Background: an optimization exercise with open tools, aiming at small area, a short achievable clock period and few clock cycles per item. Do not read the settings as production practice. RTL that was checked went through simulation tests only; none was proved equivalent to the original. The RTL of run 1 was laid out without a check of its function. Power and IR drop assume default switching activity.

### flow/config.mk
export PLATFORM = sky130hd
export DESIGN_NAME = axi_system_top
export DESIGN_NICKNAME = axi_system_top
export VERILOG_FILES = /design/flow/design.v
export SDC_FILE = /design/flow/constraint.sdc
export NUM_CORES = 4
export LEC_CHECK = 0
export CAP_MARGIN = 20
export CORE_MARGIN = 2
export CORE_UTILIZATION = 64
export CTS_CLUSTER_DIAMETER = 80
export CTS_CLUSTER_SIZE = 30
export SETUP_SLACK_MARGIN = 2.1
export SLEW_MARGIN = 20
### flow/constraint.sdc
create_clock -name core_clock -period 4.0 [get_ports {aclk}]
set_input_delay 0.8000 -clock core_clock [delete_from_list [all_inputs] [get_ports {aclk}]]
set_output_delay 0.8000 -clock core_clock [all_outputs]
set_load 0.01 [all_outputs]
### flow/design.v
module register_file #(
    parameter DATA_WIDTH = 32,
    parameter NUM_REGS   = 16
)(
    input                       clk,
    input                       rst_n,
    input                       wr_req,
    input   [3:0]               wr_sel,
    input   [DATA_WIDTH-1:0]    wr_data,
    input   [DATA_WIDTH/8-1:0]  wr_strb,
    output reg                  wr_done,
    input                       rd_req,
    input   [3:0]               rd_sel,
    output reg [DATA_WIDTH-1:0] rd_data,
    output reg                  rd_done
);
    localparam NB = DATA_WIDTH/8;
    reg [DATA_WIDTH*NUM_REGS-1:0] regs;
    reg [NUM_REGS-1:0]            valid;
    wire [DATA_WIDTH-1:0] wr_data_m;
    genvar g;
    generate
        for (g = 0; g < NB; g = g + 1) begin : g_m
            assign wr_data_m[8*g +: 8] = wr_data[8*g +: 8] & {8{wr_strb[g]}};
        end
    endgenerate
    reg [3:0] wr_lo, wr_hi, rd_lo, rd_hi;
    integer j;
    always @(*)
        for (j = 0; j < 4; j = j + 1) begin
            wr_lo[j] = wr_req && wr_sel[1:0] == j;
            wr_hi[j] = wr_sel[3:2] == j;
            rd_lo[j] = rd_sel[1:0] == j;
            rd_hi[j] = rd_sel[3:2] == j;
        end
    reg [NUM_REGS-1:0] wr_hit;
    reg [NUM_REGS-1:0] rd_hit;
    integer r, b;
    always @(*)
        for (r = 0; r < NUM_REGS; r = r + 1) begin
            wr_hit[r] = wr_lo[r % 4] && wr_hi[r / 4];
            rd_hit[r] = rd_lo[r % 4] && rd_hi[r / 4] && valid[r];
        end
    always @(posedge clk or negedge rst_n) begin
        if (!rst_n) begin
            valid   <= {NUM_REGS{1'b0}};
            wr_done <= 1'b0;
            rd_done <= 1'b0;
        end else begin
            valid   <= valid | wr_hit;
            wr_done <= wr_req;
            rd_done <= rd_req;
        end
    end
    always @(posedge clk)
        for (r = 0; r < NUM_REGS; r = r + 1)
            for (b = 0; b < NB; b = b + 1)
                if (wr_lo[r % 4] && wr_hi[r / 4] && (wr_strb[b] || !valid[r]))
                    regs[r*DATA_WIDTH + 8*b +: 8] <= wr_data_m[8*b +: 8];
    wire [DATA_WIDTH-1:0] rd_p [0:7];
    wire [DATA_WIDTH-1:0] rd_q [0:3];
    genvar p;
    generate
        for (p = 0; p < 8; p = p + 1) begin : g_p
            assign rd_p[p] = (regs[(2*p)*DATA_WIDTH +: DATA_WIDTH] & {DATA_WIDTH{rd_hit[2*p]}})
                           | (regs[(2*p+1)*DATA_WIDTH +: DATA_WIDTH] & {DATA_WIDTH{rd_hit[2*p+1]}});
        end
        for (p = 0; p < 4; p = p + 1) begin : g_q
            assign rd_q[p] = rd_p[2*p] | rd_p[2*p+1];
        end
    endgenerate
    wire [DATA_WIDTH-1:0] rd_next = (rd_q[0] | rd_q[1]) | (rd_q[2] | rd_q[3]);
    always @(posedge clk)
        rd_data <= rd_next;
endmodule
module axi_system_top #
(
    parameter ADDR_WIDTH = 32,
    parameter DATA_WIDTH = 32,
    parameter NUM_REGS   = 16
)
(
    input                       aclk,
    input                       aresetn,
    input                       m_wr_req,
    input   [ADDR_WIDTH-1:0]    m_wr_addr,
    input   [DATA_WIDTH-1:0]    m_wr_data,
    input   [DATA_WIDTH/8-1:0]  m_wr_strb,
    output                      m_wr_done,
    output  [1:0]               m_wr_resp,
    input                       m_rd_req,
    input   [ADDR_WIDTH-1:0]    m_rd_addr,
    output  [DATA_WIDTH-1:0]    m_rd_data,
    output                      m_rd_done,
    output  [1:0]               m_rd_resp
);
    register_file #(
        .DATA_WIDTH (DATA_WIDTH),
        .NUM_REGS   (NUM_REGS)
    ) u_regs (
        .clk     (aclk),
        .rst_n   (aresetn),
        .wr_req  (m_wr_req),
        .wr_sel  (m_wr_addr[5:2]),
        .wr_data (m_wr_data),
        .wr_strb (m_wr_strb),
        .wr_done (m_wr_done),
        .rd_req  (m_rd_req),
        .rd_sel  (m_rd_addr[5:2]),
        .rd_data (m_rd_data),
        .rd_done (m_rd_done)
    );
    assign m_wr_resp = 2'b00;
    assign m_rd_resp = 2'b00;
endmodule
### flow/flow/run.sh
#!/bin/bash
# The standard layout, with the resizer free to change a cell's footprint.
set -euo pipefail
bash standard.sh MATCH_CELL_FOOTPRINT=0 "BUFFER_PORTS_ARGS=-buffer_cell sky130_fd_sc_hd__buf_1" finish > standard.log 2>&1
### flow/standard.sh
#!/bin/bash
# synth_recipe.tcl (not shown) runs the flow's synth.tcl, then flattens the netlist and writes it again
# the make line also repeats each setting of config.mk as NAME=value (left out here)
make -C /OpenROAD-flow-scripts/flow DESIGN_CONFIG=/design/flow/config.mk WORK_HOME=/design/flow/orfs CLKGATE_MAP_FILE= SYNTH_SCRIPT=/design/flow/synth_recipe.tcl "${@:-finish}"
==> impl_results.md, run 1 <==
- # port buffers: 81
- Post-synth cell types: 31
- Drt via density: 6.77
- Worst-case reg-to-reg path depth: 7
- Worst Path Required: 4.30 ns
- Least-Margin Pin Slew: 0.786 ns
- Delay-heaviest family, CP: simple AND/OR/NAND/NOR gates
- Post-synthesis cell count: 1115
- Row cnt: 65
- Fmax: 464 MHz
- Slowest-stage cell, CP: nor2b_1
- Routed vias: 11600
- Final Hold Vio Count: 0
- Sequential share of the synthesized area: 81.4%
- Flop and latch count out of synthesis: 562
- RSZ-0062 raised after global routing: yes
- Synth top area cells: edfxtp_1, a22oi_1, dfxtp_1
- H-tree Lvls: 1
- 1st-pass router iterations: 7
- Post-layout min period: 2.15 ns
- I/O Pins: 142
- Pwr Total: 10.4 mW
- Max Buffers Root-to-Sink: 3
- Clk root buf: clkbuf_16
- Core area: 31300 um2
- All-Layer GR Usage: 30.1%
- Slew margin rel.: 47.5%
- Height of the die: 182 um
- HPWL after DPL: 28.8 mm
- RR Endpoint: u_regs.rd_data[30]
- Fin cells: 1709
- Routability cong.: 0.934
- Initial antenna violation count: 3
- Kind of critical path: input pin to flip-flop
- Grt total ovfl: 0
- Die ar.: 33000 um2
- Cts-stage hold buffer count: 0
- Status: finished clean
- Post-Syn Area: 20200 um2
- Maximum vdd drop: 425 uV
- TritonCTS clock tree: built
- Setup tns final: 0 ns
- Endpoint type of the worst setup path: flip-flop
- Synth top area share: 76.0%
- Max stage delay on crit path: 0.46 ns
- Worst-path clk slew: 0.12 ns
- Layout cells sized above 1: 21.0%
- Largest area contributor in the netlist: edfxtp_1
- Clk sinks: 562
- Area growth, synth to finish: 19.1%
- Starting Density: 64.6%
- Worst path cell trace: buf_1 > nor2b_1 > nand2_1 > a21oi_4 > buf_12
- Slew Viols, Final: 0
- DP Cell Count: 1578
- Buf/Inv on CP: 2
- Setup violators final: 0
- Nets: 1392
- Global-route wire length before repair: 70.9 mm
- Cts bufs inserted: 24
- Critical Path AT: 2.45 ns
- R2R Path Start: u_regs.valid[10]
- Die width: 182 um
- YS warnings: 1
- Vias in the first global route: 11000
- Startpoint types: input pin
- Pleak: 7.49 nW
- Pwr Density: 433 nW/um2
- Wire length per cell: 30.3 um
- Worst Clk Skew: 0.0255 ns
- WL final: 51.7 mm
- Worst-skew pair later-pin latency: 0.58 ns
- Largest net degree at the start of global routing: 33
- # DRC: 0
- Min-delay worst type: input pin to async pin
- Crit share post-route: 53.8%
- Final ANT Viol Nets: 0
- Avg Inst Size Synth: 18.1 um2
- DR iter-0 viols: 1296
- Register-to-register setup slack: 1.97 ns
- Max Cap Violations: 0
- CP Max Fanout: 8
[per-stage QoR]
step                hold WS (ns)  area [um2]  worst slack [ns]  util [%]
floorplan                  0.447       20700              1.89         -
global placement           0.458       21600             0.829      68.8
detailed placement         0.468       21600             0.815      68.8
CTS                        0.179       23100              1.91      73.7
global route               0.201       24100              1.83      76.9
finish                     0.184       24100              1.85      76.9
[power by group]
part           switching (mW)  leakage [nW]  internal (mW)
clock network            1.74         0.379           1.29
logic                   0.435          1.97          0.256
registers               0.151          5.14           6.55
total                    2.33          7.49           8.09
[logic make-up (layout without fill, tap and decap cells)]
family / after synthesis / count (layout) / synth area share [%]
AND/OR/NAND/NOR: 167 / 167 / 5.26
other: 1 / 6 / 0.0185
flip-flops: 562 / 562 / 81.4
buffers and inverters: 65 / 252 / 1.46
AO/OA/AOI/OAI: 320 / 320 / 11.8
[layer usage]
layer / wire (um) / global-route usage, %
met5: 13 / 0
met1: 20200 / 43.0
met4: 1790 / 9.07
met2: 25500 / 49.5
met3: 4240 / 3.89
[final cells by class]
type                    instances  area, um2
clock inverters                 8        111
repair buffers                205       1950
well taps                     402        503
fillers                      1712       7230
diodes                          2       5.00
clock buffers                  35        673
flip-flops and latches        562      16500
inverters                       4       26.3
multi-input cells             491       4340
[timing repair]
item,CTS,global route
pin swaps,6,4
buffers inserted,37,46
resized for setup,51,52
gates cloned,1,2
endpoints found under the setup margin,391,435
[flip-flops by register name, indices dropped and copies added (netlist names)]
signal and count:
u_regs.rd_data 32, u_regs.rd_done 1, u_regs.regs 512, u_regs.valid 16, u_regs.wr_done 1
[how the worst max path moves through the flow]
stage                             from                  to  slack (ns)  cells after the start
after floorplan           m_rd_addr[4]  u_regs.rd_data[12]        1.89                      7
after global placement    m_rd_addr[3]  u_regs.rd_data[26]        0.83                      6
after detailed placement  m_rd_addr[3]  u_regs.rd_data[26]        0.82                      6
after CTS                 m_wr_strb[2]    u_regs.regs[247]        1.91                      4
after global routing      m_wr_addr[5]    u_regs.regs[493]        1.83                      5
final                     m_wr_addr[2]    u_regs.regs[295]        1.85                      5
[cells in the mapped netlist, drive strengths merged]
| library cell | n |
|---|---|
| and2 | 33 |
| nand3 | 6 |
| inv | 4 |
| a21oi | 65 |
| nand4 | 32 |
| a221oi | 55 |
| or3 | 1 |
| dfxtp | 32 |
| and3b | 1 |
| and4 | 22 |
| or3b | 3 |
| buf | 27 |
| nor2b | 2 |
| nand2b | 16 |
| nand3b | 3 |
| nand2 | 20 |
| conb | 1 |
| dfrtp | 18 |
| edfxtp | 512 |
| and3 | 2 |
| nor4b | 1 |
| and4b | 1 |
| a22o | 70 |
| nor3b | 8 |
| a22oi | 130 |
| clkbuf | 34 |
| nor2 | 16 |
[cells in the final DEF, fill, tap and decap left out, types with 32 or more instances in the layout]
master      n
buf_4      67
dfxtp_1    32
a21oi_4    61
buf_1      73
buf_12     48
a22oi_1   129
a22o_1     70
nand4_1    32
and2_1     33
edfxtp_1  512
a221oi_1   50
[worst reg2reg max path: cells and delay by family (launching register included)]
family          cells  cell delay (ns)
buf+inv             2             0.34
compound gates      2             0.58
simple gates        3             0.42
flops               1             0.53
==> run 2: changes to the inputs <==
--- a/flow/design.v
+++ b/flow/design.v
@@ -57,19 +57,12 @@
             for (b = 0; b < NB; b = b + 1)
                 if (wr_lo[r % 4] && wr_hi[r / 4] && (wr_strb[b] || !valid[r]))
                     regs[r*DATA_WIDTH + 8*b +: 8] <= wr_data_m[8*b +: 8];
-    wire [DATA_WIDTH-1:0] rd_p [0:7];
-    wire [DATA_WIDTH-1:0] rd_q [0:3];
-    genvar p;
-    generate
-        for (p = 0; p < 8; p = p + 1) begin : g_p
-            assign rd_p[p] = (regs[(2*p)*DATA_WIDTH +: DATA_WIDTH] & {DATA_WIDTH{rd_hit[2*p]}})
-                           | (regs[(2*p+1)*DATA_WIDTH +: DATA_WIDTH] & {DATA_WIDTH{rd_hit[2*p+1]}});
-        end
-        for (p = 0; p < 4; p = p + 1) begin : g_q
-            assign rd_q[p] = rd_p[2*p] | rd_p[2*p+1];
-        end
-    endgenerate
-    wire [DATA_WIDTH-1:0] rd_next = (rd_q[0] | rd_q[1]) | (rd_q[2] | rd_q[3]);
+    reg [DATA_WIDTH-1:0] rd_next;
+    always @(*) begin
+        rd_next = {DATA_WIDTH{1'b0}};
+        for (r = 0; r < NUM_REGS; r = r + 1)
+            rd_next = rd_next | (regs[r*DATA_WIDTH +: DATA_WIDTH] & {DATA_WIDTH{rd_hit[r]}});
+    end
     always @(posedge clk)
         rd_data <= rd_next;
 endmodule
==> flow/flow/run.sh (replaced) <==
#!/bin/bash
# The standard layout, with the resizer free to change a cell's footprint,
# plain buf_1 cells as the port buffers (upsized by the resizer as needed),
# and an extra gate-sizing pass after global route (flow/post_grt.tcl).
set -euo pipefail
export POST_GLOBAL_ROUTE_TCL="$PWD/flow/post_grt.tcl"
bash standard.sh MATCH_CELL_FOOTPRINT=0 "BUFFER_PORTS_ARGS=-buffer_cell sky130_fd_sc_hd__buf_1" \
  "POST_GLOBAL_ROUTE_TCL=$PWD/flow/post_grt.tcl" finish > standard.log 2>&1
==> flow/flow/post_grt.tcl (new file) <==
puts "post_grt: extra sizing to setup margin 2.5"
estimate_parasitics -global_routing
report_worst_slack -max
repair_timing -setup -setup_margin 2.5 -repair_tns 0 -sequence "sizeup,swap" -verbose
global_route -start_incremental
detailed_placement
global_route -end_incremental
estimate_parasitics -global_routing
report_worst_slack -max
--- a/flow/config.mk
+++ b/flow/config.mk
@@ -7,7 +7,7 @@
 export LEC_CHECK = 0
 export CAP_MARGIN = 20
 export CORE_MARGIN = 2
-export CORE_UTILIZATION = 64
+export CORE_UTILIZATION = 66
 export CTS_CLUSTER_DIAMETER = 80
 export CTS_CLUSTER_SIZE = 30
 export SETUP_SLACK_MARGIN = 2.1
==> run 2 against run 1 <==
Effect of this change: synthesized cell count up 3.9%; clock power decreased by 6%; setup slack better by 0.28 ns; critical path type is now flip-flop to output port.
==> impl_results.md, run 2 <==
- Status: finished clean
- Number of enable flip-flop cells after synthesis: 512 (unchanged)
- Max Cap Violations: 0 (unchanged)
- Worst-path clk slew: 0.11 ns (about the same)
- Met3 WL post-DR: 3.83 mm (-9.6%)
- Reg with most FFs: u_regs.regs
- Die width: 180 um (-0.97%)
- Post-synth cell types: 31 (unchanged)
- Initial antenna violation count: 1 (-2)
- CP Max Fanout: 1 (-7)
- R2R Path Start: u_regs.valid[11]
- Setup violators final: 0 (unchanged)
- Synth Flop Type: edfxtp_1
- Routed vias: 11500 (-0.42%)
- CTS resizes: 39 (-24%)
- Largest register FFs: 512 (unchanged)
- Largest net degree at the start of global routing: 33 (unchanged)
- All-Layer GR Usage: 29.5% (-0.61 points)
- Clk sinks: 562 (unchanged)
- Commonest non-fill, non-tap cells in the layout: edfxtp_1, a22oi_1, buf_4, a22o_1, buf_1
- Crit share post-route: 46.8% (-7.0 points)
- Wire length per cell: 27.9 um (-7.7%)
- Cts-stage hold buffer count: 0 (unchanged)
- DR iter-0 viols: 1377 (+6.3%)
- Setup tns final: 0 ns (unchanged)
- Synth top area share: 75.2% (-0.83 points)
- Biggest regs: u_regs.regs (512), u_regs.rd_data (32), u_regs.valid (16)
- Worst Clk Skew: 0.0221 ns (-0.00347 ns)
- Row cnt: 64 (-1.5%)
- Sequential share of the synthesized area: 80.5% (-0.89 points)
- H-tree Lvls: 1 (unchanged)
- YS warnings: 1 (unchanged)
- Die ar.: 32400 um2 (-1.9%)
- Endpoint type of the worst setup path: output port
- Worst path cell trace: buf_6
- Global-route wire length before repair: 70.7 mm (-0.22%)
- Worst-case reg-to-reg path depth: 6 (-1)
- Critical Path Source: u_regs.rd_data[3]
- Starting Density: 67.0% (+2.4 points)
- Post-layout min period: 1.87 ns (-0.281 ns)
- Height of the die: 180 um (-0.97%)
- Worst Path Required: 3.20 ns (-1.10 ns)
- Flop and latch count out of synthesis: 562 (unchanged)
- Maximum vdd drop: 383 uV (-10%)
- Crit path to: m_rd_data[3]
- Area growth, synth to finish: 13.0%
- # port buffers: 81 (unchanged)
- Slowest-stage cell, CP: dfxtp_2
- TritonCTS clock tree: built
- 1st-pass router iterations: 6 (-1)
- Kind of critical path: flip-flop to output port
- Max stage delay on crit path: 0.39 ns (-0.07 ns)
- Crit path depth: 1 (-4)
- Synth cell count leaders: edfxtp_1, a22oi_1, a21oi_1, a22o_1, clkbuf_1
- Pleak: 7.32 nW (-2.2%)
- Post-Syn Area: 20400 um2 (+1.1%)
- Layout cells sized above 1: 16.5% (-4.5 points)
- Worst-skew pair later-pin latency: 0.57 ns (about the same)
- Register-to-register setup slack: 2.15 ns (+0.18 ns)
- DR WL met2: 23.5 mm (-8.1%)
- Pwr Density: 445 nW/um2 (+2.8%)
- Final ANT Viol Nets: 0 (unchanged)
- Min-delay worst type: input pin to async pin
- Max Buffers Root-to-Sink: 3 (unchanged)
- Postcts setup bufs: 16 (-57%)
- Buf/Inv on CP: 1 (-1)
- Least-Margin Pin Slew: 0.723 ns (-0.0626 ns)
- Clk root buf: clkbuf_16
- Final Hold Vio Count: 0 (unchanged)
- Fmax: 534 MHz (+15%)
- Worst hold margin: 0.185 ns (+0.00137 ns)
- FFs w/ async S/R, synth: 3.20% (unchanged)
- Most frequent cell after synthesis: edfxtp_1
- Synth top area cells: edfxtp_1, a22oi_1, dfxtp_1
- Vias in the first global route: 11300 (+2.5%)
- Largest area contributor in the netlist: edfxtp_1
- HPWL after DPL: 29.4 mm (+2.2%)
- # DRC: 0 (unchanged)
- RR Endpoint: u_regs.rd_data[16]
- Slew Viols, Final: 0 (unchanged)
- Startpoint types: flip-flop
- Delay-heaviest family, CP: flip-flops
- Grt total ovfl: 0 (unchanged)
- Post-synthesis cell count: 1158 (+3.9%)
- Most common cell after layout, fill and taps aside: edfxtp_1
- Layout filler cell count: 1755 (+2.5%)
- Core area: 30500 um2 (-2.6%)
- Avg Inst Size Synth: 17.7 um2 (-2.7%)
- Highest metal used: met4
- WL final: 47.9 mm (-7.4%)
- Drt via density: 6.72 (-0.77%)
- Slew margin rel.: 51.7% (+4.2 points)
- Nets: 1406 (+1.0%)
- I/O Pins: 142 (unchanged)
- WL met1: 19.0 mm (-6.0%)
- Cts bufs inserted: 23 (-4.2%)
- Routability cong.: 0.956 (+2.3%)
- Critical Path AT: 1.07 ns (-1.38 ns)
run 2: worst min path at each step:
| stage | from | endpoint | slack (ns) | cells past startpoint |
|---|---|---|---|---|
| finish | aresetn | u_regs.rd_done | 0.19 | 2 |
| CTS | aresetn | u_regs.rd_done | 0.19 | 2 |
| detailed placement | u_regs.regs[477] | u_regs.rd_data[29] | 0.47 | 2 |
| global placement | u_regs.regs[45] | u_regs.rd_data[13] | 0.46 | 2 |
| floorplan | u_regs.regs[477] | u_regs.rd_data[29] | 0.44 | 2 |
run 2: kinds of logic (layout without fill, tap and decap cells):
| logic type | Yosys count | count (layout) | synth area share (%) |
|---|---|---|---|
| flip-flops | 562 | 562 | 80.5 |
| buffers and inverters | 77 | 234 | 1.54 |
| AO/OA/AOI/OAI | 353 | 353 | 12.6 |
| AND/OR/NAND/NOR | 165 | 165 | 5.32 |
| other | 1 | 5 | 0.0183 |
run 2: power breakdown:
| group | switching [mW] | total, mW | internal, mW | leakage, nW |
|---|---|---|---|---|
| clock network | 1.68 | 2.86 | 1.18 | 0.331 |
| logic | 0.480 | 0.756 | 0.275 | 1.85 |
| registers | 0.113 | 6.66 | 6.55 | 5.14 |
run 2: routing by layer:
layer,track usage [%],vias up
met2,49.1,578
li1,-,5039
met4,9.55,0
met3,3.35,96
met5,0,-
met1,41.8,5804
run 2: layout make-up:
cell class	count	area [um2]	area share, %
diodes	1	2.50	0.0108
clock inverters	4	73.8	0.319
clock buffers	37	628	2.72
well taps	396	495	2.14
flip-flops and latches	562	16500	71.3
repair buffers	189	1330	5.75
inverters	4	26.3	0.114
multi-input cells	522	4080	17.7
run 2: per-stage QoR:
stage | utilization [%] | cell area [um2] | power (mW) | cells | setup slack, ns
floorplan | - | 20800 | 7.16 | 1161 | 1.95
global placement | 71.4 | 21800 | 7.45 | 1645 | 0.970
detailed placement | 71.4 | 21800 | 7.47 | 1645 | 0.913
CTS | 74.8 | 22800 | 10.3 | 1702 | 1.91
finish | 75.8 | 23100 | 10.3 | 1715 | 2.13
Testbench counts of run 2, summed over its fixed seeds: cycles 6,168, items 8,192.
==> run 3: changes to the inputs <==
==> flow/flow/post_grt.tcl (replaced) <==
puts "post_grt: extra sizing to setup margin 2.3"
estimate_parasitics -global_routing
report_worst_slack -max
repair_timing -setup -setup_margin 2.3 -repair_tns 10 -sequence "sizeup,swap" -verbose
global_route -start_incremental
detailed_placement
global_route -end_incremental
estimate_parasitics -global_routing
report_worst_slack -max
==> run 3 against run 2 <==
Effect of this change: still clean on timing, DRC and antenna; synthesized area did not move; cell count unchanged; register-to-register slack gained 0.02 ns; clock skew grew 0.0012 ns; largest cell class unchanged; highest routed layer unchanged.
==> impl_results.md, run 3 <==
- Synth cell count leaders: edfxtp_1, a22oi_1, a21oi_1, a22o_1, clkbuf_1
- Final instance area: 23100 um2 (+0.16%)
- Pre-CTS WS: 0.913 ns (unchanged)
- Final ANT Viol Nets: 0 (unchanged)
- Largest area contributor in the netlist: edfxtp_1
- Worst Clk Skew: 0.0232 ns (+0.00118 ns)
- Met3 Use GR: 3.35% (unchanged)
- Initial antenna violation count: 1 (unchanged)
- Pleak: 7.35 nW (+0.34%)
- Commonest non-fill, non-tap cells in the layout: edfxtp_1, a22oi_1, buf_4, a22o_1, buf_1
- Synth Flop Type: edfxtp_1
- All-Layer GR Usage: 29.5% (unchanged)
- Largest net degree at the start of global routing: 33 (unchanged)
- Startpoint types: input pin
- Crit share post-route: 46.8% (-0.049 points)
- YS warnings: 1 (unchanged)
- Slew margin rel.: 49.8% (-1.9 points)
- Final Hold Vio Count: 0 (unchanged)
- Flop and latch count out of synthesis: 562 (unchanged)
- Most common cell after layout, fill and taps aside: edfxtp_1
- Post-synthesis cell count: 1158 (unchanged)
- Postcts setup bufs: 16 (unchanged)
- Nets: 1406 (unchanged)
- Reg with most FFs: u_regs.regs
- Largest register FFs: 512 (unchanged)
- Drt via density: 6.73 (+0.15%)
- Maximum vdd drop: 385 uV (+0.63%)
- Worst-skew pair later-pin latency: 0.57 ns (about the same)
- Max Cap Violations: 0 (unchanged)
- Pwr Density: 444 nW/um2 (-0.12%)
- Layout cells sized above 1: 16.9% (+0.38 points)
- Core area: 30500 um2 (unchanged)
- Post-layout min period: 1.87 ns (-0.00194 ns)
- Kind of critical path: input pin to flip-flop
- Sequential share of the synthesized area: 80.5% (unchanged)
- Clk sinks: 562 (unchanged)
- Slew Viols, Final: 0 (unchanged)
- # port buffers: 81 (unchanged)
- CTS resizes: 39 (unchanged)
- Synth top area share: 75.2% (unchanged)
- Number of enable flip-flop cells after synthesis: 512 (unchanged)
- # DRC: 0 (unchanged)
- Met2 usage: 49.1% (unchanged)
- Synth top area cells: edfxtp_1, a22oi_1, dfxtp_1
- Die ar.: 32400 um2 (unchanged)
- CP Max Fanout: 8 (+7)
- Cts bufs inserted: 23 (unchanged)
- Routability cong.: 0.956 (unchanged)
- Met1 Track Usage GR: 41.8% (unchanged)
- Starting Density: 67.0% (unchanged)
- Max Buffers Root-to-Sink: 3 (unchanged)
- DR iter-0 viols: 1388 (+0.80%)
- Final WS setup: 2.13 ns (+0.00194 ns)
- 1st-pass router iterations: 5 (-1)
- Die width: 180 um (unchanged)
- Post-synth cell types: 31 (unchanged)
- Fmax: 535 MHz (+0.10%)
- Global-route wire length before repair: 70.7 mm (unchanged)
- WL final: 48.0 mm (+0.11%)
- TritonCTS clock tree: built
- Most frequent cell after synthesis: edfxtp_1
- Setup tns final: 0 ns (unchanged)
- Min-delay worst type: input pin to async pin
- Grt total ovfl: 0 (unchanged)
- GRT Max-Usage Layer: met2
- Endpoint type of the worst setup path: flip-flop
- Post-Syn Area: 20400 um2 (unchanged)
- Worst-path clk slew: 0.11 ns (about the same)
- Cts-stage hold buffer count: 0 (unchanged)
- Placed instance area: 21800 um2 (unchanged)
- Area growth, synth to finish: 13.2%
- Clk root buf: clkbuf_16
- Avg Inst Size Synth: 17.7 um2 (unchanged)
- Wire length per cell: 28.0 um (+0.11%)
- Status: finished clean
- Row cnt: 64 (unchanged)
- Height of the die: 180 um (unchanged)
- I/O Pins: 142 (unchanged)
- HPWL after DPL: 29.4 mm (unchanged)
- Vias in the first global route: 11300 (unchanged)
- H-tree Lvls: 1 (unchanged)
- Least-Margin Pin Slew: 0.752 ns (+0.0282 ns)
- Register-to-register setup slack: 2.17 ns (+0.02 ns)
- Biggest regs: u_regs.regs (512), u_regs.rd_data (32), u_regs.valid (16)
- Setup violators final: 0 (unchanged)
- Worst Path Required: 4.22 ns (+1.02 ns)
- FFs w/ async S/R, synth: 3.20% (unchanged)
- Routed vias: 11500 (+0.15%)
- Critical Path AT: 2.09 ns (+1.02 ns)
[run 3: cell types whose count changed in the layout (fill, tap and decap cells not counted), sizes merged]
cell    previous run  this run
buf              173       171
clkbuf            53        55
[run 3: logic make-up (layout without fill, tap and decap cells)]
group / count (synthesis) / after routing / share of synthesized area [%]
flops: 562 / 562 / 80.5
compound gates: 353 / 353 / 12.6
simple gates: 165 / 165 / 5.32
buf+inv: 77 / 234 / 1.54
other cells: 1 / 5 / 0.0183
[run 3: per-stage QoR]
stage | hold slack (ns) | power [mW] | utilization (%) | cells
2_1_floorplan | 0.444 | 7.16 | - | 1161
3_3_place_gp | 0.461 | 7.45 | 71.4 | 1645
3_5_place_dp | 0.470 | 7.47 | 71.4 | 1645
4_1_cts | 0.188 | 10.3 | 74.8 | 1702
6_report | 0.185 | 10.3 | 75.9 | 1715
[run 3: area by class of cell]
type                            instances  area, um2
Sequential cell                       562      16500
Fill cell                            1746       7360
Multi-Input combinational cell        522       4110
Timing Repair Buffer                  189       1340
Clock buffer                           37        628
Tap cell                              396        495
Clock inverter                          4       73.8
Inverter                                4       26.3
Antenna cell                            1       2.50
[run 3: worst max-delay path: stages]
cell	delay (ns)
clkbuf_2	0.16
nor3b_4	0.46
nand3_4	0.25
a21oi_4	0.42
[run 3: routing by layer]
layer,routed length [um],vias up
li1,-,5031
met1,18900,5809
met2,23600,593
met3,3770,101
met4,1720,0
met5,0,-
[run 3: path summary, 6_finish.rpt]
| kind | startpoint | to | cells after the start |
|---|---|---|---|
| setup / recovery | m_wr_req | u_regs.regs[116] | 4 |
| hold / removal | aresetn | u_regs.rd_done | 2 |
| setup reg to reg | u_regs.valid[11] | u_regs.rd_data[16] | 6 |
| hold reg to reg | u_regs.regs[31] | u_regs.rd_data[31] | 2 |
| max in group asynchronous | aresetn | u_regs.valid[2] | 2 |
| min in group core_clock | m_rd_req | u_regs.rd_done | 1 |
[run 3: power breakdown]
group | switching (mW) | internal [mW] | leakage [nW]
sequential | 0.115 | 6.55 | 5.14
combinational | 0.482 | 0.276 | 1.87
clock | 1.68 | 1.18 | 0.331
==> run 4: changes to the inputs <==
==> flow/flow/post_grt.tcl (replaced) <==
puts "post_grt: extra sizing to setup margin 2.3"
estimate_parasitics -global_routing
report_worst_slack -max
repair_timing -setup -setup_margin 2.3 -repair_tns 0 -sequence "sizeup,swap,buffer,clone" -verbose
global_route -start_incremental
detailed_placement
global_route -end_incremental
estimate_parasitics -global_routing
report_worst_slack -max
==> run 4 against run 3 <==
Effect of this change: maximum frequency is 0.44% higher; clock skew decreased by 0.0049 ns; die area unchanged; clock power about the same; synthesized area did not move; register-to-register slack hardly changed.
==> impl_results.md, run 4 <==
- R2R Path Start: u_regs.valid[11]
- Routability cong.: 0.956 (unchanged)
- Multiplexer share of the synthesized area: 0% (unchanged)
- Postcts setup bufs: 16 (unchanged)
- Final instance area: 23200 um2 (+0.13%)
- Avg Inst Size Synth: 17.7 um2 (unchanged)
- Placed instance area: 21800 um2 (unchanged)
- Pleak: 7.33 nW (-0.20%)
- # port buffers: 81 (unchanged)
- Final WS setup: 2.14 ns (+0.00811 ns)
- Max Cap Violations: 0 (unchanged)
- Worst path cell trace: buf_1
- P_int: 8.01 mW (about the same)
- Layout cells sized above 1: 16.4% (-0.52 points)
- Starting Density: 67.0% (unchanged)
- Clk sinks: 562 (unchanged)
- Maximum vdd drop: 384 uV (-0.24%)
- Drt via density: 6.73 (about the same)
- Worst-skew pair later-pin latency: 0.57 ns (about the same)
- Row cnt: 64 (unchanged)
- Critical Path Source: u_regs.rd_done
- HPWL after DPL: 29.4 mm (unchanged)
- Number of enable flip-flop cells after synthesis: 512 (unchanged)
- Die width: 180 um (unchanged)
- Sequential share of the synthesized area: 80.5% (unchanged)
- Slowest-stage cell, CP: dfrtp_1
- Critical Path AT: 1.06 ns (-1.03 ns)
- Compound-Gate Fraction of Synth Area: 12.6% (unchanged)
- Part of the power in combinational logic: 7.4% (about the same)
- Status: finished clean
- Slew Viols, Final: 0 (unchanged)
- CP Max Fanout: 1 (-7)
- Xor and xnor fraction of the mapped netlist area: 0% (unchanged)
- Min-delay worst type: input pin to async pin
- YS warnings: 1 (unchanged)
- Sequential share of power: 64.7% (about the same)
- Synth Flop Type: edfxtp_1
- Post-Syn Area: 20400 um2 (unchanged)
- Worst Path Required: 3.20 ns (-1.02 ns)
- Startpoint types: flip-flop
- Clk root buf: clkbuf_16
- Synth cell count leaders: edfxtp_1, a22oi_1, a21oi_1, a22o_1, clkbuf_1
- Nets: 1411 (+0.36%)
- 1st-pass router iterations: 5 (unchanged)
- Grt total ovfl: 0 (unchanged)
- CTS resizes: 39 (unchanged)
- Worst-path clk slew: 0.11 ns (about the same)
- P_sw: 2.28 mW (+0.10%)
- Post-synth cell types: 31 (unchanged)
- Buf/Inv on CP: 1 (unchanged)
- Final ANT Viol Nets: 0 (unchanged)
- Area growth, synth to finish: 13.4%
- Worst hold margin: 0.184 ns (-0.00107 ns)
- Main combinational cell family by area after synthesis: compound AO/OA/AOI/OAI gates
- TritonCTS clock tree: built
- Synth top area share: 75.2% (unchanged)
- All-Layer GR Usage: 29.5% (unchanged)
- FFs w/ async S/R, synth: 3.20% (unchanged)
- Routed vias: 11600 (+0.29%)
- Initial antenna violation count: 1 (unchanged)
- Final Hold Vio Count: 0 (unchanged)
- Worst Clk Skew: 0.0184 ns (-0.00485 ns)
- Post-synthesis cell count: 1158 (unchanged)
- Max Buffers Root-to-Sink: 3 (unchanged)
- H-tree Lvls: 1 (unchanged)
- Adder and majority gate portion of the synthesized area: 0% (unchanged)
- Setup tns final: 0 ns (unchanged)
- Post-synthesis simple-gate area fraction: 5.32% (unchanged)
- Setup violators final: 0 (unchanged)
- Vias in the first global route: 11300 (unchanged)
- Max stage delay on crit path: 0.37 ns (-0.09 ns)
- Slew margin rel.: 51.3% (+1.5 points)
- Fmax: 537 MHz (+0.44%)
- Most frequent cell after synthesis: edfxtp_1
- WL final: 48.0 mm (about the same)
- Largest area contributor in the netlist: edfxtp_1
- Core area: 30500 um2 (unchanged)
- Cts bufs inserted: 23 (unchanged)
- Crit share post-route: 46.6% (-0.20 points)
- Pwr Density: 444 nW/um2 (about the same)
- Biggest regs: u_regs.regs (512), u_regs.rd_data (32), u_regs.valid (16)
- Wire length per cell: 27.9 um (-0.25%)
- Delay-heaviest family, CP: flip-flops
- Sw Ratio: 22.1% (about the same)
- Pre-CTS WS: 0.913 ns (unchanged)
- Clock power frac: 27.9% (about the same)
- Least-Margin Pin Slew: 0.730 ns (-0.0219 ns)
- Endpoint type of the worst setup path: output port
- Cts-stage hold buffer count: 0 (unchanged)
- Most common cell after layout, fill and taps aside: edfxtp_1
- Flop and latch count out of synthesis: 562 (unchanged)
- Global-route wire length before repair: 70.7 mm (unchanged)
- Height of the die: 180 um (unchanged)
- Post-layout min period: 1.86 ns (-0.00811 ns)
- Kind of critical path: flip-flop to output port
- Largest register FFs: 512 (unchanged)
- Commonest non-fill, non-tap cells in the layout: edfxtp_1, a22oi_1, buf_4, buf_1, a22o_1
- I/O Pins: 142 (unchanged)
- Synth top area cells: edfxtp_1, a22oi_1, dfxtp_1
- # DRC: 0 (unchanged)
- DR iter-0 viols: 1396 (+0.58%)
- Reg with most FFs: u_regs.regs
- Die ar.: 32400 um2 (unchanged)
- Largest net degree at the start of global routing: 33 (unchanged)
-- run 4: cell types whose count changed in the layout (fill, tap and decap cells not counted), moves of 3 or more --
cell | previous run | this run
a21oi_1 | 41 | 44
buf_1 | 60 | 66
buf_12 | 13 | 17
buf_4 | 89 | 92
clkbuf_2 | 17 | 12
nand2_2 | 3 | 6
nand2_4 | 3 | 0
-- run 4: worst paths after layout --
path / to / slack (ns) / cells after the start
setup reg to reg: u_regs.rd_data[16] / 2.16 / 6
max in group asynchronous: u_regs.valid[2] / 3.53 / 2
min in group core_clock: u_regs.rd_done / 0.32 / 1
setup / recovery: m_rd_done / 2.14 / 1
hold / removal: u_regs.rd_done / 0.18 / 2
hold reg to reg: u_regs.rd_data[31] / 0.50 / 2
-- run 4: power groups by stage --
stage	Clock, mW	Sequential [mW]	Combinational, mW
after floorplan	0	6.77	0.390
after global placement	0	6.77	0.678
after detailed placement	0	6.78	0.691
after CTS	2.88	6.65	0.720
final	2.87	6.66	0.766
-- run 4: area by class of cell --
type	count	area, um2
Fill cell	1752	7330
Sequential cell	562	16500
Tap cell	396	495
Antenna cell	1	2.50
Inverter	4	26.3
Clock inverter	4	73.8
Timing Repair Buffer	194	1410
Multi-Input combinational cell	522	4070
Clock buffer	37	628
-- run 4: cell families (layout without fill, tap and decap cells) --
logic type             after synthesis  after routing
and+or+nand+nor                    165            165
buffers and inverters               77            239
AOI/OAI and AO/OA                  353            353
DFF                                562            562
other                                1              5
-- run 4: worst register-to-register path, delay by kind of cell (launching register included) --
kind / cells / cell delay [ns]
AND/OR/NAND/NOR: 3 / 0.58
flip-flops: 1 / 0.46
AO/OA/AOI/OAI: 2 / 0.43
buffers and inverters: 1 / 0.22
-- run 4: through the flow --
stage | instances | total power, mW | util (%)
CTS | 1702 | 10.3 | 74.8
floorplan | 1161 | 7.16 | -
finish | 1720 | 10.3 | 76.0
detailed placement | 1645 | 7.47 | 71.4
global placement | 1645 | 7.45 | 71.4
-- run 4: routing by layer --
| layer | vias to the layer above | wire (um) | track usage, % |
|---|---|---|---|
| li1 | 5046 | - | - |
| met1 | 5863 | 19200 | 41.8 |
| met2 | 564 | 23600 | 49.1 |
| met3 | 94 | 3560 | 3.35 |
| met4 | 0 | 1700 | 9.55 |
| met5 | - | 0 | 0 |
==> run 5: changes to the inputs <==
==> flow/flow/post_grt.tcl (replaced) <==
puts "post_grt: extra sizing to setup margin 2.3"
estimate_parasitics -global_routing
report_worst_slack -max
repair_timing -setup -setup_margin 2.3 -repair_tns 0 -sequence "sizeup,swap" -verbose
global_route -start_incremental
detailed_placement
global_route -end_incremental
estimate_parasitics -global_routing
report_worst_slack -max
--- a/flow/config.mk
+++ b/flow/config.mk
@@ -10,5 +10,5 @@
 export CORE_UTILIZATION = 66
 export CTS_CLUSTER_DIAMETER = 80
 export CTS_CLUSTER_SIZE = 30
-export SETUP_SLACK_MARGIN = 2.1
+export SETUP_SLACK_MARGIN = 1.8
 export SLEW_MARGIN = 20
==> run 5 against run 4 <==
Effect of this change: still clean on timing, DRC and antenna; clock skew is 0.0042 ns lower; die area stayed put; clock power is 4% lower; sequential power hardly changed; core utilization is 1.6 points lower; sequential share of layout area is 1.5 points higher; setup slack worse by 0.071 ns.
==> impl_results.md, run 5 <==
- Fmax: 517 MHz (-3.7%)
- Setup tns final: 0 ns (unchanged)
- Height of the die: 180 um (unchanged)
- Clk root buf: clkbuf_16
- Cts-stage hold buffer count: 0 (unchanged)
- Area growth, synth to finish: 11.0%
- Post-synth cell types: 31 (unchanged)
- Layout cells sized above 1: 13.3% (-3.1 points)
- Die ar.: 32400 um2 (unchanged)
- Post-Syn Area: 20400 um2 (unchanged)
- Worst-path clk slew: 0.10 ns (about the same)
- I/O Pins: 142 (unchanged)
- Number of enable flip-flop cells after synthesis: 512 (unchanged)
- # port buffers: 81 (unchanged)
- Starting Density: 67.0% (unchanged)
- DR iter-0 viols: 1400 (+0.29%)
- Crit share post-route: 48.3% (+1.8 points)
- Final instance area: 22700 um2 (-2.1%)
- Max stage delay on crit path: 0.40 ns (+0.03 ns)
- Most frequent cell after synthesis: edfxtp_1
- Die width: 180 um (unchanged)
- Largest area contributor in the netlist: edfxtp_1
- # DRC: 0 (unchanged)
- Slowest-stage cell, CP: nor2b_1
- Placed instance area: 21500 um2 (-1.2%)
- Status: finished clean
- Reg with most FFs: u_regs.regs
- 1st-pass router iterations: 8 (+3)
- HPWL after DPL: 29.7 mm (+0.87%)
- Commonest non-fill, non-tap cells in the layout: edfxtp_1, a22oi_1, buf_1, a22o_1, buf_4
- All-Layer GR Usage: 28.0% (-1.4 points)
- Max Cap Violations: 0 (unchanged)
- Critical Path AT: 2.21 ns (+1.15 ns)
- Final ANT Viol Nets: 0 (unchanged)
- YS warnings: 1 (unchanged)
- Pwr Total: 10.1 mW (-1.6%)
- FFs w/ async S/R, synth: 3.20% (unchanged)
- Setup violators final: 0 (unchanged)
- Global-route wire length before repair: 67.6 mm (-4.4%)
- Synth Flop Type: edfxtp_1
- Worst Clk Skew: 0.0142 ns (-0.00417 ns)
- Synth top area share: 75.2% (unchanged)
- Pleak: 7.02 nW (-4.2%)
- Min-delay worst type: input pin to async pin
- Pwr Density: 447 nW/um2 (+0.58%)
- Worst path cell trace: buf_1 > nor2b_1 > nand2_1 > a21oi_1 > buf_4
- Synth cell count leaders: edfxtp_1, a22oi_1, a21oi_1, a22o_1, clkbuf_1
- CP Max Fanout: 8 (+7)
- Synth top area cells: edfxtp_1, a22oi_1, dfxtp_1
- Flop and latch count out of synthesis: 562 (unchanged)
- Least-Margin Pin Slew: 0.837 ns (+0.108 ns)
- CTS resizes: 15 (-62%)
- Avg Inst Size Synth: 17.7 um2 (unchanged)
- Worst Path Required: 4.27 ns (+1.07 ns)
- Worst-skew pair later-pin latency: 0.57 ns (about the same)
- Slew Viols, Final: 0 (unchanged)
- Startpoint types: input pin
- Endpoint type of the worst setup path: flip-flop
- Slew margin rel.: 44.1% (-7.2 points)
- Largest net degree at the start of global routing: 33 (unchanged)
- Most common cell after layout, fill and taps aside: edfxtp_1
- TritonCTS clock tree: built
- Nets: 1368 (-3.0%)
- Drt via density: 6.75 (+0.33%)
- Initial antenna violation count: 1 (unchanged)
- Cts bufs inserted: 22 (-4.3%)
- Routability cong.: 0.995 (+4.1%)
- H-tree Lvls: 1 (unchanged)
- Grt total ovfl: 0 (unchanged)
- Sequential share of the synthesized area: 80.5% (unchanged)
- Routed vias: 11300 (-2.1%)
- Final Hold Vio Count: 0 (unchanged)
- Util after Layout: 74.4% (-1.6 points)
- Row cnt: 64 (unchanged)
- Post-layout min period: 1.93 ns (+0.0707 ns)
- Clk sinks: 562 (unchanged)
- Worst hold margin: 0.186 ns (+0.00245 ns)
- Core area: 30500 um2 (unchanged)
- Vias in the first global route: 11000 (-2.0%)
- Maximum vdd drop: 379 uV (-1.2%)
- Kind of critical path: input pin to flip-flop
- Postcts setup bufs: 0 (-16)
- WL final: 46.1 mm (-3.9%)
- Biggest regs: u_regs.regs (512), u_regs.rd_data (32), u_regs.valid (16)
- Wire length per cell: 27.5 um (-1.5%)
- Post-synthesis cell count: 1158 (unchanged)
- Largest register FFs: 512 (unchanged)
- Max Buffers Root-to-Sink: 3 (unchanged)
[run 5: cell type report]
type                    count  area (um2)
diodes                      3        7.51
inverters                   4        26.3
clock inverters             1        7.51
fillers                  1818        7820
clock buffers              39         646
multi-input cells         523        4130
flip-flops and latches    562       16500
well taps                 396         495
repair buffers            151         898
[run 5: kinds of logic (layout without fill, tap and decap cells)]
| logic type | Yosys count | in the layout | synth area share [%] |
|---|---|---|---|
| other cells | 1 | 7 | 0.0183 |
| flops | 562 | 562 | 80.5 |
| simple gates | 165 | 166 | 5.32 |
| buf+inv | 77 | 195 | 1.54 |
| compound gates | 353 | 353 | 12.6 |
[run 5: stage by stage]
stage / std cells / setup WS, ns
4_1_cts: 1675 / 1.76
2_1_floorplan: 1161 / 1.82
3_3_place_gp: 1635 / 0.905
3_5_place_dp: 1635 / 0.866
6_report: 1679 / 2.07
[run 5: worst max-delay path, delay by kind of cell]
kind	cells	cell delay, ns
compound gates	1	0.21
buf+inv	2	0.48
simple gates	2	0.71
[run 5: worst paths after layout]
| kind | from | slack (ns) | end | cells past startpoint |
|---|---|---|---|---|
| max | m_wr_addr[3] | 2.07 | u_regs.regs[467] | 5 |
| min | aresetn | 0.19 | u_regs.rd_done | 2 |
| max reg2reg | u_regs.valid[12] | 2.07 | u_regs.rd_data[30] | 5 |
| min reg2reg | u_regs.regs[43] | 0.50 | u_regs.rd_data[11] | 2 |
| max in group asynchronous | aresetn | 3.57 | u_regs.valid[9] | 2 |
| min in group core_clock | m_rd_req | 0.33 | u_regs.rd_done | 1 |
[run 5: where the power goes]
group          leakage, nW  switching (mW)  internal [mW]  total (mW)
registers             5.14           0.130           6.54        6.67
logic                 1.57           0.459          0.247       0.706
clock network        0.309            1.63           1.12        2.75
[run 5: per-layer routing]
metal / routed length, um / GRT usage, %
met1: 18900 / 40.5
met2: 22600 / 46.5
met3: 3090 / 3.19
met4: 1470 / 8.03
met5: 0 / 0
==> run 6: changes to the inputs <==
--- a/flow/config.mk
+++ b/flow/config.mk
@@ -10,5 +10,5 @@
 export CORE_UTILIZATION = 66
 export CTS_CLUSTER_DIAMETER = 80
 export CTS_CLUSTER_SIZE = 30
-export SETUP_SLACK_MARGIN = 1.8
+export SETUP_SLACK_MARGIN = 1.5
 export SLEW_MARGIN = 20
==> run 6 against run 5 <==
Effect of this change: register-to-register slack lost 0.06 ns; sequential share of layout area is 0.82 points higher; first-iteration DRC count shrank 3.8%; largest cell class unchanged; die area unchanged; highest routed layer unchanged; routed wire length decreased by 0.65%; cell count shrank 0.12%.
==> impl_results.md, run 6 <==
- Sequential share of the synthesized area: 80.5% (unchanged)
- Initial antenna violation count: 2 (+1)
- Number of enable flip-flop cells after synthesis: 512 (unchanged)
- CTS resizes: 3 (-12)
- H-tree Lvls: 1 (unchanged)
- Part of the power in combinational logic: 6.7% (-0.3 points)
- Drt via density: 6.69 (-0.80%)
- Worst-path clk slew: 0.10 ns (about the same)
- Nets: 1367 (-0.073%)
- Area growth, synth to finish: 9.70%
- Starting Density: 67.0% (unchanged)
- P_int: 7.89 mW (-0.21%)
- # DRC: 0 (unchanged)
- Sequential share of power: 66.0% (about the same)
- Startpoint types: input pin
- Setup tns final: 0 ns (unchanged)
- Critical Path AT: 2.43 ns (+0.22 ns)
- I/O Pins: 142 (unchanged)
- Endpoint type of the worst setup path: flip-flop
- Biggest regs: u_regs.regs (512), u_regs.rd_data (32), u_regs.valid (16)
- Worst hold margin: 0.184 ns (-0.00264 ns)
- WL final: 45.8 mm (-0.65%)
- Wire length per cell: 27.3 um (-0.53%)
- Worst path cell trace: buf_2 > and3b_1 > and3_1 > buf_4 > a22oi_2 > and4_1 > nand4_1
- Placed instance area: 21500 um2 (unchanged)
- # port buffers: 81 (unchanged)
- CP Max Fanout: 32 (+24)
- Pwr Total: 10.1 mW (-0.51%)
- Clock power frac: 27.2% (about the same)
- Delay-heaviest family, CP: simple AND/OR/NAND/NOR gates
- P_sw: 2.19 mW (-1.6%)
- Register area: 16500 um2 (about the same)
- Clk sinks: 562 (unchanged)
- Largest register FFs: 512 (unchanged)
- Height of the die: 180 um (unchanged)
- Most common cell after layout, fill and taps aside: edfxtp_1
- Min-delay worst type: input pin to async pin
- Pleak: 6.98 nW (-0.60%)
- Slowest-stage cell, CP: buf_4
- Max stage delay on crit path: 0.27 ns (-0.13 ns)
- Flop and latch count out of synthesis: 562 (unchanged)
- Setup violators final: 0 (unchanged)
- Slew margin rel.: 49.1% (+5.0 points)
- Routed vias: 11200 (-0.92%)
- DR iter-0 viols: 1347 (-3.8%)
- Cts-stage hold buffer count: 0 (unchanged)
- Worst-skew pair later-pin latency: 0.57 ns (about the same)
- Crit share post-route: 50.6% (+2.2 points)
- Max Buffers Root-to-Sink: 3 (unchanged)
- Clk root buf: clkbuf_16
- Pwr Density: 449 nW/um2 (+0.63%)
- Row cnt: 64 (unchanged)
- FFs w/ async S/R, synth: 3.20% (unchanged)
- Status: finished clean
- Global-route wire length before repair: 67.5 mm (about the same)
- Synth top area cells: edfxtp_1, a22oi_1, dfxtp_1
- Maximum vdd drop: 384 uV (+1.1%)
- Least-Margin Pin Slew: 0.763 ns (-0.0744 ns)
- Final WS setup: 1.98 ns (-0.0893 ns)
- Worst Clk Skew: 0.0155 ns (+0.00124 ns)
- Buf/Inv on CP: 2 (unchanged)
- Sw Ratio: 21.7% (-0.24 points)
- Layout filler cell count: 1869 (+2.8%)
- Kind of critical path: input pin to flip-flop
- Post-layout min period: 2.02 ns (+0.0893 ns)
- All-Layer GR Usage: 28.1% (+0.041 points)
- TritonCTS clock tree: built
- Avg Inst Size Synth: 17.7 um2 (unchanged)
- Routability cong.: 0.995 (unchanged)
- Fmax: 495 MHz (-4.4%)
- Synth Flop Type: edfxtp_1
- Multi-input combinational cell area: 3940 um2 (-4.8%)
- Final ANT Viol Nets: 0 (unchanged)
- Die ar.: 32400 um2 (unchanged)
- Vias in the first global route: 11000 (-0.22%)
- Final instance area: 22400 um2 (-1.1%)
- Slew Viols, Final: 0 (unchanged)
- Final Hold Vio Count: 0 (unchanged)
- Postcts setup bufs: 0 (unchanged)
- Die width: 180 um (unchanged)
- Synth top area share: 75.2% (unchanged)
- Largest net degree at the start of global routing: 33 (unchanged)
- Max Cap Violations: 0 (unchanged)
- 1st-pass router iterations: 5 (-3)
- Synth cell count leaders: edfxtp_1, a22oi_1, a21oi_1, a22o_1, clkbuf_1
- HPWL after DPL: 29.7 mm (unchanged)
- Reg with most FFs: u_regs.regs
- Grt total ovfl: 0 (unchanged)
- Worst Path Required: 4.41 ns (+0.14 ns)
- Most frequent cell after synthesis: edfxtp_1
- Commonest non-fill, non-tap cells in the layout: edfxtp_1, a22oi_1, buf_1, buf_4, a22o_1
- YS warnings: 1 (unchanged)
- Pre-CTS WS: 0.866 ns (unchanged)
- Post-synthesis cell count: 1158 (unchanged)
- Cts bufs inserted: 22 (unchanged)
- Post-synth cell types: 31 (unchanged)
- Layout cells sized above 1: 11.9% (-1.4 points)
- Core area: 30500 um2 (unchanged)
- Largest area contributor in the netlist: edfxtp_1
- Post-Syn Area: 20400 um2 (unchanged)
==> run 6: cell counts after synthesis <==
Identical to the previous run, type by type.
==> run 6: per-stage QoR <==
| stage | instances | util, % |
|---|---|---|
| floorplan | 1161 | - |
| global placement | 1635 | 70.6 |
| detailed placement | 1635 | 70.6 |
| CTS | 1675 | 72.7 |
| finish | 1677 | 73.5 |
==> run 6: kinds of logic after synthesis <==
group | after synthesis | share of synthesized area (%)
AOI/OAI and AO/OA | 353 | 12.6
and+or+nand+nor | 165 | 5.32
buffers and inverters | 77 | 1.54
other | 1 | 0.0183
DFF | 562 | 80.5
==> run 6: final timing paths <==
| check | start | end | slack, ns | depth (start not counted) |
|---|---|---|---|---|
| worst max-delay path | m_rd_addr[5] | u_regs.rd_data[16] | 1.98 | 7 |
| worst min-delay path | aresetn | u_regs.rd_done | 0.18 | 2 |
| worst max register to register | u_regs.valid[11] | u_regs.rd_data[16] | 2.01 | 6 |
| worst min register to register | u_regs.regs[19] | u_regs.rd_data[19] | 0.49 | 2 |
| max in group asynchronous | aresetn | u_regs.valid[9] | 3.56 | 2 |
| min in group core_clock | m_rd_req | u_regs.rd_done | 0.33 | 1 |
==> run 6: cell type report <==
cell class,count,area share (%)
Clock inverter,1,0.0335
Tap cell,396,2.21
Sequential cell,562,73.4
Clock buffer,39,2.88
Multi-Input combinational cell,522,17.6
Timing Repair Buffer,151,3.79
Inverter,4,0.0837
Antenna cell,2,0.0223
==> run 6: worst reg2reg max path: stages (launching register included) <==
cell	delay [ns]
dfrtp_2	0.52
and2_1	0.19
buf_4	0.23
a22o_1	0.28
a22oi_2	0.18
and4_1	0.27
nand4_1	0.16
==> run 6: power groups by stage <==
stage                     Sequential, mW  Combinational (mW)  Clock [mW]
after floorplan                     6.76               0.360           0
after global placement              6.76               0.640           0
after detailed placement            6.77               0.655           0
final                               6.66               0.678        2.75
after CTS                           6.64               0.659        2.77
==> run 6: routing by layer <==
metal	GRT usage, %	share of wire (%)
met3	3.07	6.8
met5	0	0
met2	46.6	50
met4	7.71	2.7
met1	40.7	41
==> run 7: changes to the inputs <==
--- a/flow/config.mk
+++ b/flow/config.mk
@@ -10,5 +10,5 @@
 export CORE_UTILIZATION = 66
 export CTS_CLUSTER_DIAMETER = 80
 export CTS_CLUSTER_SIZE = 30
-export SETUP_SLACK_MARGIN = 1.5
+export SETUP_SLACK_MARGIN = 1.9
 export SLEW_MARGIN = 20
==> run 7 against run 6 <==
Effect of this change: first-iteration DRC count grew 24%; synthesized cell count is the same; still clean; critical path type unchanged; final area up 1.3%; flip-flop and latch count unchanged; register-to-register slack improved by 0.13 ns; power increased by 0.99%.
==> impl_results.md, run 7 <==
- Status: finished clean
- Max Cap Violations: 0 (unchanged)
- Slew margin rel.: 53.7% (+4.6 points)
- Synth Flop Type: edfxtp_1
- Setup violators final: 0 (unchanged)
- Synth top area share: 75.2% (unchanged)
- # DRC: 0 (unchanged)
- Grt total ovfl: 0 (unchanged)
- Post-Syn Area: 20400 um2 (unchanged)
- Layout cells sized above 1: 14.5% (+2.6 points)
- Sequential share of the synthesized area: 80.5% (unchanged)
- Least-Margin Pin Slew: 0.693 ns (-0.0703 ns)
- Reg with most FFs: u_regs.regs
- Most frequent cell after synthesis: edfxtp_1
- Post-synthesis cell count: 1158 (unchanged)
- Synth top area cells: edfxtp_1, a22oi_1, dfxtp_1
- Worst-path clk slew: 0.10 ns (about the same)
- Fmax: 528 MHz (+6.7%)
- Clk root buf: clkbuf_16
- Cts bufs inserted: 23 (+4.5%)
- Flop and latch count out of synthesis: 562 (unchanged)
- Final ANT Viol Nets: 0 (unchanged)
- Worst hold margin: 0.208 ns (+0.0244 ns)
- H-tree Lvls: 1 (unchanged)
- Clk sinks: 562 (unchanged)
- R2R Path Start: u_regs.valid[11]
- I/O Pins: 142 (unchanged)
- Largest register FFs: 512 (unchanged)
- Final instance area: 22700 um2 (+1.3%)
- Drt via density: 6.76 (+1.0%)
- 1st-pass router iterations: 6 (+1)
- Max Buffers Root-to-Sink: 3 (unchanged)
- Met3 Use GR: 6.04% (+3.0 points)
- YS warnings: 1 (unchanged)
- Post-synth cell types: 31 (unchanged)
- Crit share post-route: 47.4% (-3.2 points)
- # port buffers: 81 (unchanged)
- Worst-case reg-to-reg path depth: 6 (unchanged)
- Die ar.: 32400 um2 (unchanged)
- Height of the die: 180 um (unchanged)
- Slew Viols, Final: 0 (unchanged)
- Number of enable flip-flop cells after synthesis: 512 (unchanged)
- All-Layer GR Usage: 29.5% (+1.4 points)
- Routed vias: 11500 (+2.4%)
- Synth cell count leaders: edfxtp_1, a22oi_1, a21oi_1, a22o_1, clkbuf_1
- Initial antenna violation count: 5 (+3)
- Final WS setup: 2.10 ns (+0.127 ns)
- Critical Path AT: 2.17 ns (-0.26 ns)
- Worst-skew pair later-pin latency: 0.57 ns (about the same)
- Kind of critical path: input pin to flip-flop
- Setup tns final: 0 ns (unchanged)
- HPWL after DPL: 29.8 mm (+0.40%)
- Most common cell after layout, fill and taps aside: edfxtp_1
- Row cnt: 64 (unchanged)
- Core area: 30500 um2 (unchanged)
- Die width: 180 um (unchanged)
- Largest area contributor in the netlist: edfxtp_1
- Placed instance area: 21700 um2 (+0.82%)
- GRT Max-Usage Layer: met2
- Starting Density: 67.0% (unchanged)
- Endpoint type of the worst setup path: flip-flop
- Pleak: 7.17 nW (+2.6%)
- Commonest non-fill, non-tap cells in the layout: edfxtp_1, a22oi_1, buf_4, a22o_1, buf_1
- Vias in the first global route: 10900 (-1.1%)
- Util after Layout: 74.5% (+0.94 points)
- Wire length per cell: 28.7 um (+5.0%)
- Area growth, synth to finish: 11.1%
- Biggest regs: u_regs.regs (512), u_regs.rd_data (32), u_regs.valid (16)
- WL final: 48.7 mm (+6.4%)
- TritonCTS clock tree: built
- Largest net degree at the start of global routing: 32 (-3.0%)
- Met1 Track Usage GR: 42.6% (+1.9 points)
- Cts-stage hold buffer count: 0 (unchanged)
- DR iter-0 viols: 1671 (+24%)
- Nets: 1387 (+1.5%)
- Routability cong.: 0.966 (-2.9%)
- Postcts setup bufs: 0 (unchanged)
- Worst Path Required: 4.27 ns (-0.14 ns)
- RR Endpoint: u_regs.rd_data[25]
- Startpoint types: input pin
- Final Hold Vio Count: 0 (unchanged)
- Register-to-register setup slack: 2.14 ns (+0.13 ns)
- Met2 usage: 46.4% (-0.20 points)
- Global-route wire length before repair: 69.8 mm (+3.4%)
- CP Max Fanout: 8 (-75%)
- Worst Clk Skew: 0.0138 ns (-0.00167 ns)
- FFs w/ async S/R, synth: 3.20% (unchanged)
- CTS resizes: 17 (+14)
- Pwr Density: 448 nW/um2 (-0.27%)
- Pre-CTS WS: 0.870 ns (+0.00406 ns)
- Min-delay worst type: input pin to async pin
- Avg Inst Size Synth: 17.7 um2 (unchanged)
- Maximum vdd drop: 376 uV (-2.0%)
- Post-layout min period: 1.90 ns (-0.127 ns)
## run 7: cell counts after synthesis
Identical to the previous run, type by type.
## run 7: area by class of cell
class | instances | area, um2
Multi-Input combinational cell | 522 | 3960
Tap cell | 396 | 495
Inverter | 4 | 22.5
Antenna cell | 4 | 10.0
Timing Repair Buffer | 170 | 1060
Sequential cell | 562 | 16500
Clock buffer | 35 | 631
Clock inverter | 7 | 58.8
Fill cell | 1887 | 7790
## run 7: cell families (layout without fill, tap and decap cells)
logic type / Yosys count / count (layout) / synth area share (%)
buf+inv: 77 / 216 / 1.54
compound gates: 353 / 353 / 12.6
simple gates: 165 / 165 / 5.32
flops: 562 / 562 / 80.5
other cells: 1 / 8 / 0.0183
## run 7: per-stage QoR
step / power [mW] / cells
after CTS: 10.2 / 1695
after detailed placement: 7.44 / 1653
after floorplan: 7.12 / 1161
after global placement: 7.42 / 1653
final: 10.2 / 1700
## run 7: how the worst max path moves through the flow
stage                              end  cells past startpoint  slack [ns]          from
floorplan             u_regs.regs[100]                      3        1.82  m_wr_addr[4]
global placement     u_regs.rd_data[2]                      5        0.83  m_rd_addr[3]
CTS                   u_regs.regs[365]                      3        1.77  m_wr_strb[1]
finish                u_regs.regs[124]                      5        2.10      m_wr_req
detailed placement  u_regs.rd_data[31]                      7        0.87  m_rd_addr[3]
## run 7: layer usage
layer,up-vias,part of all wire [%]
met1,5772,40
li1,4997,-
met2,628,47
met3,93,9.7
met5,-,0.027
met4,2,3.3
## run 7: report_power, final
| part | switching [mW] | internal, mW |
|---|---|---|
| combinational | 0.466 | 0.248 |
| sequential | 0.108 | 6.54 |
| clock | 1.68 | 1.13 |
| total | 2.26 | 7.92 |
## run 7: worst max-delay path, stage by stage
cell and delay, ns:
buf_1 0.24, nor3b_4 0.37, nand3_1 0.30, a21oi_1 0.21, buf_4 0.24
==> run 8: changes to the inputs <==
--- a/flow/config.mk
+++ b/flow/config.mk
@@ -10,5 +10,5 @@
 export CORE_UTILIZATION = 66
 export CTS_CLUSTER_DIAMETER = 80
 export CTS_CLUSTER_SIZE = 30
-export SETUP_SLACK_MARGIN = 1.9
+export SETUP_SLACK_MARGIN = 2.1
 export SLEW_MARGIN = 20
==> run 8 against run 7 <==
Effect of this change: sequential share of layout area is 1.2 points lower; synthesized area stayed put; setup slack better by 0.023 ns; synthesized cell count stayed put; critical path depth is 4 lower; sequential power hardly changed; clock-buffer cell count is 2 higher; power is 0.95% higher; routed wire length is 1.7% lower; critical path type is now flip-flop to output port; final area is 1.7% higher; die area stayed put.
==> impl_results.md, run 8 <==
- Status: finished clean
- Largest area contributor in the netlist: edfxtp_1
- Cts-stage hold buffer count: 0 (unchanged)
- DR iter-0 viols: 1377 (-18%)
- Fmax: 534 MHz (+1.2%)
- Clk root buf: clkbuf_16
- Die width: 180 um (unchanged)
- Slowest-stage cell, CP: dfxtp_2
- All-Layer GR Usage: 29.5% (about the same)
- YS warnings: 1 (unchanged)
- Most frequent cell after synthesis: edfxtp_1
- Die ar.: 32400 um2 (unchanged)
- FFs w/ async S/R, synth: 3.20% (unchanged)
- Number of enable flip-flop cells after synthesis: 512 (unchanged)
- Pwr Density: 445 nW/um2 (-0.78%)
- Post-layout min period: 1.87 ns (-0.0231 ns)
- Delay-heaviest family, CP: flip-flops
- Pleak: 7.32 nW (+2.2%)
- Worst Clk Skew: 0.0221 ns (+0.00827 ns)
- Starting Density: 67.0% (unchanged)
- Final ANT Viol Nets: 0 (unchanged)
- Worst Path Required: 3.20 ns (-1.07 ns)
- Most common cell after layout, fill and taps aside: edfxtp_1
- Crit share post-route: 46.8% (-0.58 points)
- Sequential share of the synthesized area: 80.5% (unchanged)
- Synth cell count leaders: edfxtp_1, a22oi_1, a21oi_1, a22o_1, clkbuf_1
- Height of the die: 180 um (unchanged)
- # port buffers: 81 (unchanged)
- Largest register FFs: 512 (unchanged)
- Final Hold Vio Count: 0 (unchanged)
- Avg Inst Size Synth: 17.7 um2 (unchanged)
- Flop and latch count out of synthesis: 562 (unchanged)
- Cts bufs inserted: 23 (unchanged)
- Row cnt: 64 (unchanged)
- Post-synthesis cell count: 1158 (unchanged)
- Layout filler cell count: 1755 (-7.0%)
- Setup violators final: 0 (unchanged)
- Setup tns final: 0 ns (unchanged)
- Synth top area cells: edfxtp_1, a22oi_1, dfxtp_1
- Nets: 1406 (+1.4%)
- Postcts setup bufs: 16 (+16)
- Maximum vdd drop: 383 uV (+1.7%)
- Pwr Total: 10.3 mW (+0.95%)
- WL final: 47.9 mm (-1.7%)
- Core area: 30500 um2 (unchanged)
- I/O Pins: 142 (unchanged)
- Wire length per cell: 27.9 um (-2.6%)
- Layout cells sized above 1: 16.5% (+2.1 points)
- Clk sinks: 562 (unchanged)
- Routability cong.: 0.956 (-1.1%)
- Max Buffers Root-to-Sink: 3 (unchanged)
- Startpoint types: flip-flop
- Max stage delay on crit path: 0.39 ns (+0.02 ns)
- Placed instance area: 21800 um2 (+0.40%)
- Post-synth cell types: 31 (unchanged)
- Min-delay worst type: input pin to async pin
- Post-Syn Area: 20400 um2 (unchanged)
- Buf/Inv on CP: 1 (-1)
- CP Max Fanout: 1 (-7)
- Vias in the first global route: 11300 (+3.4%)
- Synth Flop Type: edfxtp_1
- Global-route wire length before repair: 70.7 mm (+1.3%)
- CTS resizes: 39 (+22)
- DP Cell Count: 1645 (-0.48%)
- Commonest non-fill, non-tap cells in the layout: edfxtp_1, a22oi_1, buf_4, a22o_1, buf_1
- # DRC: 0 (unchanged)
- 1st-pass router iterations: 6 (unchanged)
- Initial antenna violation count: 1 (-4)
- Slew margin rel.: 51.7% (-2.0 points)
- Multi-input combinational cell area: 4080 um2 (+3.0%)
- Worst hold margin: 0.185 ns (-0.0230 ns)
- Max Cap Violations: 0 (unchanged)
- TritonCTS clock tree: built
- Area growth, synth to finish: 13.0%
- HPWL after DPL: 29.4 mm (-1.3%)
- Worst path cell trace: buf_6
- Routed vias: 11500 (+0.22%)
- Worst-skew pair later-pin latency: 0.57 ns (about the same)
- Slew Viols, Final: 0 (unchanged)
- Synth top area share: 75.2% (unchanged)
- Least-Margin Pin Slew: 0.723 ns (+0.0306 ns)
- Register area: 16500 um2 (about the same)
- Worst-path clk slew: 0.11 ns (about the same)
- Fin cells: 1715 (+0.88%)
- Kind of critical path: flip-flop to output port
- Critical Path AT: 1.07 ns (-1.10 ns)
- Largest net degree at the start of global routing: 33 (+3.1%)
- Biggest regs: u_regs.regs (512), u_regs.rd_data (32), u_regs.valid (16)
- Endpoint type of the worst setup path: output port
- Final instance area: 23100 um2 (+1.7%)
- Grt total ovfl: 0 (unchanged)
- Reg with most FFs: u_regs.regs
- Drt via density: 6.72 (-0.66%)
- H-tree Lvls: 1 (unchanged)
==> run 8: path summary, 6_finish.rpt <==
kind	to	cells past startpoint	slack, ns	start
max in group asynchronous	u_regs.valid[2]	2	3.53	aresetn
min in group core_clock	u_regs.rd_done	1	0.32	m_rd_req
worst max register to register	u_regs.rd_data[16]	6	2.15	u_regs.valid[11]
worst min register to register	u_regs.rd_data[31]	2	0.50	u_regs.regs[31]
worst min-delay path	u_regs.rd_done	2	0.19	aresetn
worst max-delay path	m_rd_data[3]	1	2.13	u_regs.rd_data[3]
==> run 8: power by group <==
group	leakage (nW)	total (mW)	switching [mW]	internal (mW)
sequential	5.14	6.66	0.113	6.55
clock	0.331	2.86	1.68	1.18
combinational	1.85	0.756	0.480	0.275
==> run 8: stage by stage <==
stage	util (%)	setup slack, ns
after CTS	74.8	1.91
after global placement	71.4	0.970
after floorplan	-	1.95
final	75.8	2.13
after detailed placement	71.4	0.913
==> run 8: cell families after synthesis <==
kind of cell           synth area share, %
AO/OA/AOI/OAI                         12.6
buffers and inverters                 1.54
flip-flops                            80.5
other                               0.0183
AND/OR/NAND/NOR                       5.32
==> run 8: cell type report <==
type	instances	area share, %
clock inverters	4	0.319
multi-input cells	522	17.7
inverters	4	0.114
diodes	1	0.0108
well taps	396	2.14
flip-flops and latches	562	71.3
clock buffers	37	2.72
repair buffers	189	5.75
==> run 8: metal layers <==
layer	global-route usage (%)	part of all wire, %	vias up
met5	0	0	-
met4	9.55	3.5	0
met2	49.1	49	578
li1	-	-	5039
met1	41.8	40	5804
met3	3.35	8.0	96

==> re-timing with driven ports <==
The flow's constraints put no driver on any port. The routed layouts listed below were extracted and timed again, unchanged, in two steps.
Step 1: set_driving_cell puts a clkbuf_16 on aclk and a buf_2 on each other input, an assumption about the parent block.
Step 2 times the ports against the registers' clock, not the clock port: input delays grow and output delays shrink by t, the midpoint of the rising clock arrivals with the driver on.
a / b / c = ideal / step 1 / step 2; a / b = the first two.
run | t (ns) | setup WS [ns] | hold WS [ns] | worst setup path at the end | cell pins on the clock port's net
run 1 | 0.621 | 1.847 / 1.828 / 1.207 | 0.184 / 0.169 / 0.490 | input to register | 1
run 2 | 0.615 | 2.128 / 2.073 / 1.548 | 0.185 / 0.160 / 0.496 | input to register | 1
run 3 | 0.617 | 2.130 / 2.079 / 1.540 | 0.185 / 0.159 / 0.496 | input to register | 1
run 4 | 0.619 | 2.138 / 2.082 / 1.536 | 0.184 / 0.158 / 0.497 | input to register | 1
run 5 | 0.614 | 2.067 / 2.021 / 1.407 | 0.186 / 0.155 / 0.497 | input to register | 1
run 6 | 0.611 | 1.978 / 1.962 / 1.350 | 0.184 / 0.155 / 0.494 | input to register | 1
run 7 | 0.613 | 2.105 / 2.087 / 1.478 | 0.208 / 0.246 / 0.502 | input to register | 1
run 8 | 0.615 | 2.128 / 2.073 / 1.548 | 0.185 / 0.160 / 0.496 | input to register | 1
After both steps every run listed still meets setup and hold. The setup slack of run 5, which loses most, moves by -0.046 ns with the drivers and by -0.660 ns with both steps.
